What follows belongs to an exercise in optimizing a design on an open flow for small area; a production flow would make more cautious choices. In this exercise RTL edits were held to simulation tests only and were not proved equivalent to the original.

## the reference run
Design APB_UART, start of the top module:
module APB_UART(
input         PCLK            ,  
input         PRST_N          ,  
input         PSEL            ,
input         PENABLE         ,
input         PWRITE          ,
input  [31:0] PADDR           ,
input  [31:0] PWDATA          ,
output [31:0] PRDATA          ,
output        IRQ             ,
input         Rxd_i           ,
input         ExtClk_i        ,
output        Txd_o
);
For scale: roughly 840 cells after synthesis, about 270 flip-flops, ~110 I/O pins, about 0.010 sq mm of cells after synthesis.
clock: 10.0 ns
lec_check: 0
cap_margin: 20
core_margin: 2
core_utilization: 65
slew_margin: 20
standard.sh (not shown) runs the stock make flow with config.mk's settings and CLKGATE_MAP_FILE= SYNTH_SCRIPT=/design/flow/synth_recipe.tcl, a recipe that flattens the netlist after the stock synthesis.
==> flow/flow/run.sh <==
#!/bin/bash
# The standard layout (standard.sh's ORFS make line), except:
#  - synthesis uses flow/synth_area.tcl: synth_recipe.tcl unchanged, but the
#    final ABC mapping uses the area-oriented flow/area.abc, and adders are
#    left to ABC (ADDER_MAP_FILE empty: no half/full adder cells);
#  - buf_1 port buffers;
#  - a clock tree of clustered clkbuf_4 buffers.
set -o pipefail
HERE=$(pwd)
export AREA_ABC_SCRIPT=$HERE/flow/area.abc
export FLOW_SYNTH_TCL=$HERE/synth_recipe.tcl
export BUFFER_PORTS_ARGS="-buffer_cell sky130_fd_sc_hd__buf_1"
export CTS_ARGS="-sink_clustering_enable -repair_clock_nets -buf_list sky130_fd_sc_hd__clkbuf_4 -dont_use_dummy_load -sink_clustering_size 10 -sink_clustering_max_diameter 60"
sed "s#SYNTH_SCRIPT=[^ ]*#SYNTH_SCRIPT=$HERE/flow/synth_area.tcl ADDER_MAP_FILE=#" standard.sh > standard_area.sh
grep -q "SYNTH_SCRIPT=$HERE/flow/synth_area.tcl" standard_area.sh || { echo "could not set SYNTH_SCRIPT" > run_error.log; exit 1; }
bash standard_area.sh > standard.log 2>&1
==> flow/flow/area.abc <==
strash
dch
amap -F 4 -A 8
strash
dch
amap -F 4 -A 8
topo
==> flow/flow/synth_area.tcl <==
# The standard flow's synthesis script (synth_recipe.tcl, sourced unchanged) with the
# final ABC technology mapping run with an area-oriented script
# (flow/area.abc) instead of ORFS's delay-oriented one.  Registers are
# mapped before ABC runs, so they are the same as the standard synthesis's.
proc abc {args} {
  set i [lsearch -exact $args -script]
  if { $i >= 0 } {
    lset args [expr { $i + 1 }] $::env(AREA_ABC_SCRIPT)
  }
  yosys abc {*}$args
}
source $::env(FLOW_SYNTH_TCL)
What the trial run does differently from the reference run at the input level:
-- flow/design.v --
<<< the reference run, line 43
    else if (WrScaler) ScVld <= 1'b1;
end
reg    [31:0]NCnt;
wire   [32:0]Carry;
assign Carry[0] = 1'b1;
>>> the trial run, line 43
    else if (WrScaler) ScVld <= 1'b1;
end
localparam   CntPol = 32'h55555555;
reg    [31:0]CntQ;
wire   [31:0]NCnt = CntQ ^ CntPol;
wire   [32:0]Carry;
assign Carry[0] = 1'b1;
<<< the reference run, line 54
wire         CntZero = ~CntVld | Carry[32];
always @(posedge PCLK) begin
    if (CntZero) NCnt <= ~SCALER;
    else         NCnt <= NCnt ^ Carry[31:0];
end
always @(posedge PCLK or negedge PRST_N) begin
>>> the trial run, line 56
wire         CntZero = ~CntVld | Carry[32];
always @(posedge PCLK) begin
    if (CntZero) CntQ <= ~SCALER ^ CntPol;
    else         CntQ <= (NCnt ^ Carry[31:0]) ^ CntPol;
end
always @(posedge PCLK or negedge PRST_N) begin
The trial run completed every stage of the flow, and the final layout passed the timing, DRC and antenna checks. The reference run | stages: all done | timing, DRC, antenna: all pass. On met2 global-route usage: the trial run sits below the reference run. Against the reference run, the trial run comes in 28 lower on number of buffer and inverter stages on the critical path. Relative to the reference run, share of the cycle needed by the critical path after routing decreased by 0.39 points in the trial run. Taking the reference run as the reference, in the trial run number of nets in the layout down 9, final instance area down about 0.7%. Row cell count: the trial run lower / the reference run higher. Sequential share of layout area was lower in the run labelled the reference run. Post-synthesis register bit count delta (the reference run -> the trial run): insignificant. Comparing the reference run and the trial run, the higher data required time of the worst path is on the reference run. | setup slack after placement | lower: the trial run |. For the trial run, the worst setup path endpoint was PRDATA[4], unlike the reference run, where it was NCnt[0].

## what the ideal ports hide
In the flow no input, the clock included, has a driving cell. The finished layouts below were timed again as built, in two steps. Step 1: set_driving_cell puts a clkbuf_16 on PCLK and a buf_2 on each other input, an assumption about the parent block. Step 2, shift: input delay + t, output delay - t, t = (earliest + latest rising clock arrival at the registers) / 2. This alone moves slack from input paths to output paths. Three values: ideal ports, drivers, drivers and shift; two values: the first two.
run	shift t [ns]	setup WS [ns]	hold slack, ns	latest minus earliest clock arrival (ns)	pins driven straight from the clock port
the reference run	0.687	3.130 / 3.130 / 3.130	0.287 / 0.287 / 0.287	0.058 / 0.058	1
the trial run	0.690	3.170 / 3.147 / 3.147	0.306 / 0.306 / 0.306	0.044 / 0.044	1
After both steps every run listed still meets setup and hold. The setup slack of the trial run, which loses most, moves by -0.023 ns with the drivers and by -0.023 ns with both steps.
